Context: an optimization exercise on an open-source flow, tuned for small area. The choices shown serve that exercise and are no tape-out recipe. In this exercise RTL edits were held to simulation tests only and were not proved equivalent to the original. No activity file was given, so power comes from the tool's default toggle rates. The flow treats the clock pin as an ideal source, which a real chip does not have.

==> run a: inputs <==
==> flow/design.v <==
module ddr_memory_rtl #(
    parameter ADDR_WIDTH = 4,
    parameter DATA_WIDTH = 32,
    parameter MEM_SIZE   = 16
) (
    input  logic                  clk,
    input  logic                  reset,
    input  logic                  wr,        
    input  logic                  rd,        
    input  logic [ADDR_WIDTH-1:0] addr,      
    input  logic [DATA_WIDTH-1:0] wdata,     
    output logic [DATA_WIDTH-1:0] rdata,     
    output logic                  response
);
  logic [DATA_WIDTH-1:0] mem[0:MEM_SIZE-1];
  logic [MEM_SIZE-1:0]   valid;
  logic [MEM_SIZE-1:0]   we;
  logic [MEM_SIZE-1:0]   sel;
  logic [DATA_WIDTH-1:0] rd_next;
  always_comb begin
    for (int i = 0; i < MEM_SIZE; i++) begin
      we[i]  = wr && addr == ADDR_WIDTH'(i);
      sel[i] = rd && valid[i] && addr == ADDR_WIDTH'(i);
    end
  end
  always_ff @(posedge clk or posedge reset) begin
    if (reset) begin
      valid    <= '0;
      response <= 1'b0;
    end else begin
      valid    <= valid | we;
      response <= wr;
    end
  end
  always_ff @(posedge clk) begin
    for (int i = 0; i < MEM_SIZE; i++)
      if (we[i]) mem[i] <= wdata;
  end
  always_comb begin
    rd_next = '0;
    for (int i = 0; i < MEM_SIZE; i++)
      rd_next = rd_next | (mem[i] & {DATA_WIDTH{sel[i]}});
  end
  always_ff @(posedge clk) begin
    rdata <= rd_next;
  end
endmodule
==> flow/flow/run.sh <==
#!/bin/bash
# Standard layout, with the port buffers built from the smallest buffer cell and
# the clock tree built without dummy balancing loads.
set -euo pipefail
export BUFFER_PORTS_ARGS="-buffer_cell sky130_fd_sc_hd__buf_1"
export CTS_ARGS="-sink_clustering_enable -repair_clock_nets -buf_list sky130_fd_sc_hd__clkbuf_16 -sink_clustering_size 30 -sink_clustering_max_diameter 100 -dont_use_dummy_load"
bash standard.sh > standard_flow.log 2>&1
==> flow/standard.sh <==
#!/bin/bash
# synth_recipe.tcl (not shown) runs the flow's synth.tcl, then flattens the netlist and writes it again
# the make line also repeats each setting of config.mk as NAME=value (left out here)
make -C /OpenROAD-flow-scripts/flow DESIGN_CONFIG=/design/flow/config.mk WORK_HOME=/design/flow/orfs CLKGATE_MAP_FILE= SYNTH_SCRIPT=/design/flow/synth_recipe.tcl "${@:-finish}"
==> flow/config.mk <==
export PLATFORM = sky130hd
export DESIGN_NAME = ddr_memory_rtl
export DESIGN_NICKNAME = ddr_memory_rtl
export VERILOG_FILES = /design/flow/design.v
export SDC_FILE = /design/flow/constraint.sdc
export NUM_CORES = 4
export LEC_CHECK = 0
export CAP_MARGIN = 20
export CORE_MARGIN = 2
export CORE_UTILIZATION = 60
export CTS_BUF_LIST = sky130_fd_sc_hd__clkbuf_16
export CTS_CLUSTER_DIAMETER = 100
export CTS_CLUSTER_SIZE = 30
export SLEW_MARGIN = 20
==> flow/constraint.sdc <==
create_clock -name core_clock -period 4.0 [get_ports {clk}]
set_input_delay 0.8000 -clock core_clock [delete_from_list [all_inputs] [get_ports {clk}]]
set_output_delay 0.8000 -clock core_clock [all_outputs]
set_load 0.01 [all_outputs]
==> run b (differences from run a) <==
--- a/flow/design.v
+++ b/flow/design.v
@@ -40,4 +40,5 @@
     rd_next = '0;
-    for (int i = 0; i < MEM_SIZE; i++)
-      rd_next = rd_next | (mem[i] & {DATA_WIDTH{sel[i]}});
+    for (int k = 0; k < 5; k++)
+      rd_next = rd_next | ((mem[3*k] & {DATA_WIDTH{sel[3*k]}}) | (mem[3*k+1] & {DATA_WIDTH{sel[3*k+1]}}) | (mem[3*k+2] & {DATA_WIDTH{sel[3*k+2]}}));
+    rd_next = rd_next | (mem[15] & {DATA_WIDTH{sel[15]}});
   end
==> flow/flow/run.sh (replaced) <==
#!/bin/bash
# The standard layout (standard.sh), with three changes to how it is built:
#  - synthesis is synth_recipe.tcl unchanged, except that its technology mapping
#    call (abc) runs flow/abc_area.script, an area-oriented mapping, in place of
#    ORFS's speed script;
#  - the port buffers use the smallest buffer cell;
#  - the clock tree is built from large clusters of clkbuf_16, without dummy loads.
# Each tool's output goes to the logs under orfs/logs and to flow_standard.log.
set -euo pipefail
W=$PWD
cat > "$W/flow_synth.tcl" <<EOF
proc abc {args} {
  set i [lsearch -exact \$args -script]
  if {\$i >= 0} { lset args [expr {\$i + 1}] {$W/flow/abc_area.script} }
  yosys abc {*}\$args
}
source {$W/synth_recipe.tcl}
EOF
sed "s#SYNTH_SCRIPT=[^ ]*#SYNTH_SCRIPT=$W/flow_synth.tcl#" standard.sh > flow_standard.sh
grep -q "SYNTH_SCRIPT=$W/flow_synth.tcl" flow_standard.sh
export BUFFER_PORTS_ARGS="-buffer_cell sky130_fd_sc_hd__buf_1"
export CTS_ARGS="-sink_clustering_enable -repair_clock_nets -buf_list sky130_fd_sc_hd__clkbuf_16 -sink_clustering_size 33 -sink_clustering_max_diameter 100 -dont_use_dummy_load"
bash flow_standard.sh > flow_standard.log 2>&1
==> flow/flow/abc_area.script (new file) <==
strash
&get -n
&st
&dch
&nf -R 1000 -C 32
&put
- CAP_MARGIN: 20 -> 0
- CORE_UTILIZATION: 60 -> 80
- SLEW_MARGIN: 20 -> 0
==> run c (differences from run a) <==
--- a/flow/design.v
+++ b/flow/design.v
@@ -40,4 +40,5 @@
     rd_next = '0;
-    for (int i = 0; i < MEM_SIZE; i++)
-      rd_next = rd_next | (mem[i] & {DATA_WIDTH{sel[i]}});
+    for (int k = 0; k < 5; k++)
+      rd_next = rd_next | ((mem[3*k] & {DATA_WIDTH{sel[3*k]}}) | (mem[3*k+1] & {DATA_WIDTH{sel[3*k+1]}}) | (mem[3*k+2] & {DATA_WIDTH{sel[3*k+2]}}));
+    rd_next = rd_next | (mem[15] & {DATA_WIDTH{sel[15]}});
   end
==> flow/flow/run.sh (replaced) <==
#!/bin/bash
# The standard layout (standard.sh), with four changes to how it is built:
#  - synthesis is synth_recipe.tcl unchanged, except that its technology mapping
#    call (abc) runs flow/abc_area.script, an area-oriented mapping, in place of
#    ORFS's speed script;
#  - the port buffers use the smallest buffer cell;
#  - the clock tree is built from large clusters of clkbuf_16, without dummy loads;
#  - before the resizer's repair after global placement, flow/upsize.tcl swaps the
#    buffers timing-driven placement put on internal high-fanout nets for
#    stronger drivers of those nets.
# Each tool's output goes to the logs under orfs/logs and to flow_standard.log.
set -euo pipefail
W=$PWD
cat > "$W/flow_synth.tcl" <<EOF
proc abc {args} {
  set i [lsearch -exact \$args -script]
  if {\$i >= 0} { lset args [expr {\$i + 1}] {$W/flow/abc_area.script} }
  yosys abc {*}\$args
}
source {$W/synth_recipe.tcl}
EOF
sed "s#SYNTH_SCRIPT=[^ ]*#SYNTH_SCRIPT=$W/flow_synth.tcl#" standard.sh > flow_standard.sh
grep -q "SYNTH_SCRIPT=$W/flow_synth.tcl" flow_standard.sh
export BUFFER_PORTS_ARGS="-buffer_cell sky130_fd_sc_hd__buf_1"
export PRE_RESIZE_TCL="$W/flow/upsize.tcl"
export CTS_ARGS="-sink_clustering_enable -repair_clock_nets -buf_list sky130_fd_sc_hd__clkbuf_8 -sink_clustering_size 20 -sink_clustering_max_diameter 80 -dont_use_dummy_load"
bash flow_standard.sh > flow_standard.log 2>&1
==> flow/flow/abc_area.script (new file) <==
strash
&get -n
&st
&dch
&nf -R 1000 -C 32
&put
==> flow/flow/upsize.tcl (new file) <==
# Before the resizer's repair: take out the buffers that timing-driven global
# placement put on internal nets (never a port's buffer), and give the drivers
# of the high-fanout nets left the next drive strength of their own cell family.
set bufs {}
foreach cell [get_cells *] {
  set ref [get_property $cell ref_name]
  if {![regexp {^sky130_fd_sc_hd__buf_[0-9]+$} $ref]} { continue }
  set port 0
  foreach pin [get_pins -of_objects $cell] {
    set net [get_nets -quiet -of_objects $pin]
    if {$net ne "" && [llength [get_ports -quiet -of_objects $net]] > 0} { set port 1 }
  }
  if {!$port} { lappend bufs [get_full_name $cell] }
}
puts "upsize.tcl: removing [llength $bufs] internal buffers"
if {[llength $bufs] > 0} { remove_buffers {*}$bufs }
set n_up 0
foreach cell [get_cells *] {
  set ref [get_property $cell ref_name]
  if {![regexp {^(sky130_fd_sc_hd__(and|nand|nor|or)[0-9][a-z]*)_1$} $ref -> fam]} { continue }
  foreach pin [get_pins -of_objects $cell -filter "direction == output"] {
    set net [get_nets -quiet -of_objects $pin]
    if {$net eq ""} { continue }
    set nload [llength [get_pins -quiet -of_objects $net -filter "direction == input"]]
    if {$nload > 12 && [llength [get_ports -quiet -of_objects $net]] == 0 &&
        [llength [get_lib_cells -quiet */${fam}_2]] > 0} {
      replace_cell $cell ${fam}_2
      incr n_up
    }
  }
}
puts "upsize.tcl: upsized $n_up drivers"
- CAP_MARGIN: 20 -> 0
- CORE_UTILIZATION: 60 -> 70
- SLEW_MARGIN: 20 -> 0
==> comparison <==
- Sequential power is about the same in run a and run b.
- Against run a, the area after synthesis of run b is lower by about 4%.
- The lowest maximum frequency belongs to run b, the highest to run c.
- Die area: run a is higher than run c (21%).
- Hold slack, lowest first: run c, run b, run a.
- Critical path depth: run c < run b < run a.

==> inputs of delta <==
RTL: the design.v shown in full above, as it stands there.
clock: 4.0 ns
lec_check: 0
cap_margin: 20
core_margin: 2
core_utilization: 60
cts_buf_list: sky130_fd_sc_hd__clkbuf_16
cts_cluster_diameter: 100
cts_cluster_size: 30
slew_margin: 20
run.sh (not shown) runs the stock make flow with config.mk's settings and CLKGATE_MAP_FILE= SYNTH_SCRIPT=/design/flow/synth_recipe.tcl, a recipe that flattens the netlist after the stock synthesis.
Stock flow here: none of the scripts above is used.
==> inputs of amber, as changes to delta <==
--- a/flow/design.v
+++ b/flow/design.v
@@ -16,11 +16,3 @@
   logic [MEM_SIZE-1:0]   valid;
-  logic [MEM_SIZE-1:0]   we;
-  logic [MEM_SIZE-1:0]   sel;
   logic [DATA_WIDTH-1:0] rd_next;
-  always_comb begin
-    for (int i = 0; i < MEM_SIZE; i++) begin
-      we[i]  = wr && addr == ADDR_WIDTH'(i);
-      sel[i] = rd && valid[i] && addr == ADDR_WIDTH'(i);
-    end
-  end
   always_ff @(posedge clk or posedge reset) begin
@@ -30,3 +22,3 @@
     end else begin
-      valid    <= valid | we;
+      if (wr) valid[addr] <= 1'b1;
       response <= wr;
@@ -35,4 +27,3 @@
   always_ff @(posedge clk) begin
-    for (int i = 0; i < MEM_SIZE; i++)
-      if (we[i]) mem[i] <= wdata;
+    if (wr) mem[addr] <= wdata;
   end
@@ -41,3 +32,3 @@
     for (int i = 0; i < MEM_SIZE; i++)
-      rd_next = rd_next | (mem[i] & {DATA_WIDTH{sel[i]}});
+      if (rd && valid[i] && addr == i) rd_next = rd_next | mem[i];
   end
--- a/flow/config.mk
+++ b/flow/config.mk
@@ -10,5 +10,2 @@
 export CORE_UTILIZATION = 60
-export CTS_BUF_LIST = sky130_fd_sc_hd__clkbuf_16
-export CTS_CLUSTER_DIAMETER = 100
-export CTS_CLUSTER_SIZE = 30
 export SLEW_MARGIN = 20
==> summary.md <==
| Metric | Value |
|---|---|
| Portion of the post-synthesis area used by sequential elements | ~80% |
| Post-Synthesis Net Count | ~1,100 |
| Met3 demand-to-capacity share in global routing | under 10% |
| Final setup skew | around 0.019 ns |
| Commonest cells post-synth | edfxtp_1, a22o_1, a221oi_1 |
| Stage delay of the slowest cell on the critical path | 0.93 ns |
| Switching share of total power | between 20% and 30% |
| Critical register-to-register path startpoint | valid[3]$_DFFE_PP0P_ |
| Result of the run | no timing/DRC/antenna violations |
| R2r endpoint | rdata[2]$_DFF_P_ |
| Met2 Use GR | 44.9% |
| Clock power share | approximately 40% |
| Routed metal-1 wire length | between 20,000 and 25,000 um |
| H-tree depth reported by CTS | 2 |
| Int Pwr | between 9 and 10 mW |
| Total half-perimeter wirelength after legalization and detailed placement | about 24,000 um |
| Area of the core | ~33,000 um^2 |
| Signed area change from the synthesized netlist to the final layout | 15.8% |
| Relative area of clock buffers and inverters in the final design | about 7.4% |
| Clock period minus final worst setup slack | ~2.8 ns |
| Largest cells by area after synthesis | edfxtp_1, a22o_1, a221oi_2 |
-- figures above: amber

==> summary.md <==
| Metric | Value |
|---|---|
| Result of the run | no timing/DRC/antenna violations |
| Int Pwr | between 7 and 8 mW |
| Relative area of clock buffers and inverters in the final design | 2.96% |
| Post-Synthesis Net Count | 1,050 |
| Clock power share | 27.8% |
| Met3 demand-to-capacity share in global routing | approximately 3.5% |
| Routed metal-1 wire length | about 20,000 um |
| Area of the core | between 30,000 and 40,000 um^2 |
| Stage delay of the slowest cell on the critical path | ~0.9 ns |
| Switching share of total power | about a fifth |
| Clock period minus final worst setup slack | between 2 and 3 ns |
| R2r endpoint | rdata[5]$_DFF_P_ |
| Critical register-to-register path startpoint | valid[3]$_DFF_PP0_ |
| Signed area change from the synthesized netlist to the final layout | 10.7% |
-- figures above: delta

-- afterwards: timing with drivers on the ports --
In the flow no input, the clock included, has a driving cell. The finished layouts below were timed again as built, in two steps. Step 1, drivers: a clkbuf_16 drives clk and a buf_2 each remaining input, both assumed. Step 2 also shifts input and output timing later by t, the mid clock arrival at the registers, as if the neighbouring blocks saw the same clock. a / b / c = no drivers / after step 1 / after step 2; a / b = the first two.
run	t, ns	setup slack, ns	latest minus earliest clock arrival (ns)
run a	0.604	1.393 / 1.420 / 0.816	0.024 / 0.024
run b	0.589	1.350 / 1.367 / 0.777	0.035 / 0.035
run c	0.588	1.466 / 1.486 / 0.899	0.072 / 0.071
delta	0.611	1.163 / 1.195 / 0.584	0.019 / 0.020
amber	0.621	1.179 / 1.203 / 0.582	0.020 / 0.020
After both steps every run listed still meets setup and hold. For amber, which loses most, drivers alone change the setup slack by +0.024 ns; drivers and shift together by -0.597 ns.
